This is an optimization exercise on Yosys and OpenROAD, whose aim is small area and a short achievable clock period, not a production implementation.
For this run, only the layout was checked, not whether the RTL still works.
Power is estimated from default activity; no workload was simulated.

<file path="flow/run.sh">
#!/bin/bash
# synth_recipe.tcl (not shown) runs the flow's synth.tcl, then flattens the netlist and writes it again
# the make line also repeats each setting of config.mk as NAME=value (left out here)
make -C /OpenROAD-flow-scripts/flow DESIGN_CONFIG=/design/flow/config.mk WORK_HOME=/design/flow/orfs CLKGATE_MAP_FILE= SYNTH_SCRIPT=/design/flow/synth_recipe.tcl finish
</file>
<file path="flow/design.v">
module fifo_sync #(
  parameter int WIDTH = 32,
  parameter int DEPTH = 16
)(
  input  logic              clk,
  input  logic              rst_n,
  input  logic              in_valid,
  output logic              in_ready,
  input  logic [WIDTH-1:0]  in_data,
  output logic              out_valid,
  input  logic              out_ready,
  output logic [WIDTH-1:0]  out_data,
  output logic              full,
  output logic              empty,
  output logic [$clog2(DEPTH+1)-1:0] count
);
  localparam int CW = $clog2(DEPTH+1);
  localparam int NS = DEPTH - 1;           
  logic [WIDTH-1:0] mem [NS];
  logic [WIDTH-1:0] head;
  logic [NS-1:0]    wsel;                  
  logic             wsel_n0;               
  logic [NS-1:1]    wsel_hi;
  assign wsel = {wsel_hi, ~wsel_n0};
  logic [NS-1:0]    rsel;                  
  logic [CW-1:0]    cnt;
  logic             full_r, vld_r, ge2_r;   
  logic push, pop, ram_push, ram_pop, head_en;
  assign push     = in_valid & ~full_r;
  assign pop      = out_ready & vld_r;
  assign ram_push = push & vld_r & ~(~ge2_r & out_ready);
  assign ram_pop  = out_ready & ge2_r;
  assign head_en  = ~vld_r | out_ready;
  for (genvar g = 0; g < NS; g++) begin : slot
    logic [WIDTH-1:0] q;
    always_ff @(posedge clk) begin
      if (wsel[g]) q <= in_data;
    end
    assign mem[g] = q;
  end
  logic [WIDTH-1:0] head_d;
  logic hsel_in;
  assign hsel_in = ~vld_r | (out_ready & ~ge2_r);
  always_comb begin
    head_d = ({WIDTH{~head_en}} & head) |
             ({WIDTH{hsel_in}} & in_data);
    for (int i = 0; i < NS; i++)
      head_d = head_d | ({WIDTH{out_ready & rsel[i]}} & mem[i]);
  end
  always_ff @(posedge clk) begin
    head <= head_d;
  end
  logic [CW-1:0] cnt_inc, cnt_dec, cnt_d;
  logic          is1, is15, ge3;
  assign cnt_inc = cnt + 1'b1;
  assign cnt_dec = cnt - 1'b1;
  assign is1     = (cnt == 1);
  assign is15    = (cnt == DEPTH - 1);
  assign ge3     = (cnt >= 3);
  logic full_d, vld_d, ge2_d;
  always_comb begin
    cnt_d  = cnt;
    full_d = full_r;
    vld_d  = vld_r;
    ge2_d  = ge2_r;
    if (push & ~pop) begin
      cnt_d  = cnt_inc;
      full_d = is15;
      vld_d  = 1'b1;
      ge2_d  = vld_r;
    end else if (pop & ~push) begin
      cnt_d  = cnt_dec;
      full_d = 1'b0;
      vld_d  = ~is1;
      ge2_d  = ge3;
    end
  end
  logic vld_o, nvld_o, full_o, nfull_o;
  always_ff @(posedge clk or negedge rst_n) begin
    if (!rst_n) begin
      vld_o   <= 1'b0;
      nvld_o  <= 1'b0;
      full_o  <= 1'b0;
      nfull_o <= 1'b0;
    end else begin
      vld_o   <= push | (vld_r & ~(pop & is1));
      nvld_o  <= push ? 1'b1 : (pop ? ~is1 : vld_r);
      full_o  <= ~pop & (full_r | (push & is15));
      nfull_o <= pop ? 1'b0 : (push ? is15 : full_r);
    end
  end
  always_ff @(posedge clk or negedge rst_n) begin
    if (!rst_n) begin
      cnt    <= '0;
      full_r <= 1'b0;
      vld_r  <= 1'b0;
      ge2_r  <= 1'b0;
    end else begin
      cnt    <= cnt_d;
      full_r <= full_d;
      vld_r  <= vld_d;
      ge2_r  <= ge2_d;
    end
  end
  logic [NS-1:0] wcur, wnext, rcur, rnext;
  assign wcur  = full_r ? rsel : wsel;
  assign wnext = (ram_push ? {wcur[NS-2:0], wcur[NS-1]} : wcur) & {NS{~full_d}};
  assign rcur  = ge2_r ? rsel : wsel;
  assign rnext = (ram_pop ? {rcur[NS-2:0], rcur[NS-1]} : rcur) & {NS{ge2_d}};
  always_ff @(posedge clk or negedge rst_n) begin
    if (!rst_n) begin
      wsel_n0 <= 1'b0;
      wsel_hi <= '0;
      rsel    <= '0;
    end else begin
      rsel    <= rnext;
      wsel_n0 <= ~wnext[0];
      wsel_hi <= wnext[NS-1:1];
    end
  end
  logic [CW-1:0] cnt_o;
  logic          up, dn;
  assign up = push & ~pop;
  assign dn = pop & ~push;
  always_ff @(posedge clk or negedge rst_n) begin
    if (!rst_n) cnt_o <= '0;
    else        cnt_o <= cnt + {{(CW-1){dn}}, up | dn};
  end
  assign out_data  = head;
  assign count     = cnt_o;
  assign full      = full_o;
  assign empty     = ~nvld_o;
  assign in_ready  = ~nfull_o;
  assign out_valid = vld_o;
endmodule
</file>
<file path="flow/constraint.sdc">
create_clock -name core_clock -period 3.8 [get_ports {clk}]
set_input_delay 0.7600 -clock core_clock [delete_from_list [all_inputs] [get_ports {clk}]]
set_output_delay 0.7600 -clock core_clock [all_outputs]
set_load 0.01 [all_outputs]
</file>
<file path="flow/config.mk">
export PLATFORM = sky130hd
export DESIGN_NAME = fifo_sync
export DESIGN_NICKNAME = fifo_sync
export VERILOG_FILES = /design/flow/design.v
export SDC_FILE = /design/flow/constraint.sdc
export NUM_CORES = 4
export LEC_CHECK = 0
export CAP_MARGIN = 20
export CORE_MARGIN = 2
export CORE_UTILIZATION = 55
export CTS_CLUSTER_DIAMETER = 100
export CTS_CLUSTER_SIZE = 24
export SETUP_SLACK_MARGIN = 1.9
export SLEW_MARGIN = 20
</file>
==> key figures <==
Route
  – Detail Route Antenna Nets: 0
  – WL/cell: 31.2 µm
  – Final wirelength: slightly below 60000 µm
  – Pre-Repair DR Iteration Count: 7
  – First DRT Iteration DRCs: about 1400
  – Via count: roughly 12000
  – Post-DR vias/cell: around 6.6
  – Drc violations: 0

Status
  – Status: complete, no violations

Critical path
  – CP Capture Type: output port
  – CP Buf/Inv Count: 2
  – Crit Path Category: reg2out
  – R2r startpoint: full_r
  – Worst path depth: 2
  – R2R Path End: rsel[3]
  – Crit-path max cell delay: around 0.4 ns
  – Slowest CP cell: dfrtp_1
  – Startpoint types: register
  – Worst EP arrival: 1.16 ns
  – Worst setup path startpoint: nvld_o
  – Reg2reg path depth: 8
  – Largest delay share family, worst path: flip-flops
  – Worst reg2reg setup slack: 1.88 ns
  – Crit-path cells: inv_1 > buf_2
  – Worst EP required: ~3 ns
  – Critical Path Fanout Max: 1
  – Critical Path End: empty

Hold path
  – Hold Path Class: in2async

Floorplan
  – Die area: just under 0.04 mm²
  – Cell Rows: approximately 70
  – Initial Util: 0.557
  – Die Ht: between 150 and 200 µm
  – Core area: between 0.03 and 0.04 mm²
  – Die width: approximately 200 µm
  – Num ports: between 70 and 80

Timing
  – Setup TNS Final: 0 ns
  – Worst hold slack: 0.169 ns
  – Slew Limit Fails: 0
  – Headroom to the max-slew limit: 0.357
  – RSZ-0062 raised after global routing: yes
  – Worst-Margin Slew: slightly below 1 ns
  – Final setup viols: 0
  – Final min period: 1.92 ns
  – Setup slack after layout: between 1.5 and 2 ns
  – Skew final: around 0.017 ns
  – Period utilisation layout: 0.506
  – Hold Vio Cnt, Final: 0
  – Max Clk Rate: around 0.52 GHz

Clock network
  – Clk root buf: clkbuf_16
  – Worst-Skew Late Latency: slightly below 0.6 ns
  – Clk pin slew, worst setup/hold paths: 0.10 ns
  – Maximum clock insertion buffer count: 3
  – Clock sinks: 559
  – CTS tree: done
  – H-tree levels: 1
  – CTS Buf Count: 27

Power
  – Internal Pwr Total: 0.0123 W
  – Clock network power share: 0.169
  – Leakage: roughly 8.3 nW
  – Power per cell area: 821 mW/mm²
  – P_sw: 0.00698 W
  – Logic pwr share: 0.293
  – Peak supply drop: ~0.00044 V
  – Net Sw Frac: 0.362
  – Reg power frac: 0.539

Synthesis
  – Main synth FF type: edfxtp_1
  – Yosys reg bits: ~560
  – Synth unique cells: 47
  – Gate Count Post-Synth: around 1200
  – Async S/R FF share, synth: 0.0841
  – Syn nets: 1285
  – Seq/Total Area, Yosys: 0.775
  – EDFF count, synth: 480
  – Avg Inst Size Synth: between 15 and 20 µm²
  – Synth warn: 2
  – Post-Synthesis Cell Area: 0.0209 mm²

GRT
  – Antenna violations before repair: 0
  – Vias in the first global route: approximately 11000
  – Grt ovf: 0
  – Largest net degree at the start of global routing: between 40 and 50
  – First-pass GRT wire length: approximately 80000 µm
  – GRT Resource Usage Total: 0.286

Place
  – Pre-CTS WS: 0.695 ns
  – IO buf count: 76
  – Gpl congestion: 0.751
  – HPWL after detailed placement: 27100 µm

Flow run
  – Max cap viols: 0

Cells and area
  – Share of cells above drive strength 1: 0.188
  – Layout Nets: 1370
  – N_diodes: 0
  – Commonest non-fill, non-tap cells in the layout: 480 x edfxtp_1, 186 x a22oi_1, 75 x nand2_1
  – Commonest non-fill, non-tap cell in the layout: edfxtp_1
  – Layout area overhead: 12.1%
## how the worst min path moves through the flow
stage	startpoint	end	slack, ns	cells after the start
CTS	rst_n	cnt_o[3]	0.38	1
global route	rst_n	cnt_o[3]	0.21	1
detailed placement	head[11]	head[11]	0.47	2
floorplan	rst_n	cnt[0]	0.46	0
global placement	head[19]	head[19]	0.46	2
finish	rst_n	cnt_o[3]	0.17	1
## registers in the layout (all words and copies together), names as in the netlist
signal and cells:
vld_r 1, wsel_n0 1, nvld_o 1, cnt 5
nfull_o 1, full_r 1, cnt_o 5, full_o 1
rsel 15, ge2_r 1, slot.q 480, wsel_hi 14
head 32, vld_o 1
## power groups by stage
stage               combinational (W)  sequential, W  clock, W
global placement              0.00456         0.0108         0
global route                  0.00602         0.0105   0.00346
CTS                           0.00499         0.0105   0.00329
detailed placement            0.00460         0.0108         0
finish                        0.00564         0.0104   0.00325
floorplan                     0.00295        0.00986         0
## synthesized netlist by cell type, types with 3 or more instances
cell / n / area, µm²
nor4_1: 6 / 37.5
buf_1: 5 / 18.8
inv_1: 14 / 52.6
o21ai_0: 20 / 100
mux2i_1: 44 / 440
dfrtp_1: 47 / 1180
a222oi_1: 9 / 90.1
xnor2_1: 4 / 35.0
a211oi_1: 21 / 158
a32oi_1: 10 / 87.6
buf_2: 39 / 195
a21oi_1: 14 / 70.1
nand2_1: 76 / 285
and3_1: 13 / 81.3
a211oi_2: 12 / 150
a221o_1: 3 / 30.0
a2111oi_0: 14 / 123
nor2_1: 23 / 86.3
nor2b_1: 3 / 18.8
nand3_1: 15 / 75.1
nand4_1: 12 / 75.1
nor3b_1: 14 / 105
a22oi_1: 186 / 1400
dfxtp_1: 32 / 641
a22o_1: 31 / 272
buf_4: 6 / 45.0
xor2_1: 4 / 35.0
edfxtp_1: 480 / 14400
ha_1: 10 / 125
a221oi_1: 13 / 114
buf_6: 12 / 135
clkbuf_1: 27 / 101
## logic make-up after synthesis
group,Yosys count,synth area share
buf+inv,105,0.0265
compound gates,344,0.128
xor+xnor,8,0.00335
flops,559,0.775
fa+ha+maj,11,0.00693
mux,44,0.0210
simple gates,167,0.0387
## layer usage
layer | GRT usage | part of all wire | vias to the layer above
met3 | 0.0375 | 0.075 | 89
met4 | 0.0804 | 0.031 | 0
met5 | 0 | 0 | -
met2 | 0.464 | 0.48 | 514
met1 | 0.412 | 0.41 | 6461
li1 | - | - | 5159
## stage by stage
step | utilization | power (W) | cells | area [µm²]
2_1_floorplan | - | 0.0128 | 1238 | 21000
3_3_place_gp | 0.590 | 0.0153 | 1767 | 22200
3_5_place_dp | 0.590 | 0.0154 | 1767 | 22200
4_1_cts | 0.616 | 0.0188 | 1833 | 23100
5_1_grt | 0.624 | 0.0200 | 1855 | 23500
6_report | 0.624 | 0.0193 | 1855 | 23500
## timing repair
action / 4_1_cts / 5_1_grt
pin swaps: 2 / 5
gates resized for setup: 234 / 26
gates cloned: 0 / 2
hold buffers: 0 / 0
endpoints found under the setup margin: 111 / 51
buffers inserted: 16 / 20
## area by class of cell
cell class	count	area (µm²)
Clock buffer	48	754
Clock inverter	2	28.8
Fill cell	2764	14100
Inverter	16	67.6
Multi-Input combinational cell	575	4360
Sequential cell	559	16400
Tap cell	511	639
Timing Repair Buffer	144	1270

-- afterwards: timing with drivers on the ports --
The results above use ideal ports. As a check the final layout listed here was re-extracted and re-timed, cells and wires unchanged.
Step 1 assumes that a clkbuf_16 drives the clock port and a buf_2 every other input.
Step 2 also shifts input and output timing later by t, the mid clock arrival at the registers, as if the neighbouring blocks saw the same clock.
a / b / c = ideal / step 1 / step 2; a / b = the first two.
t (ns): 0.639
slack for setup (ns): 1.877 / 1.820 / 1.310
worst setup path after step 2: input to register
slew at the worst register clock pin (ns): 0.10 / 0.10
cell pins on the clock port's net: 1
After both steps this run still meets setup and hold. The setup slack of this run moves by -0.057 ns with the drivers and by -0.567 ns with both steps.
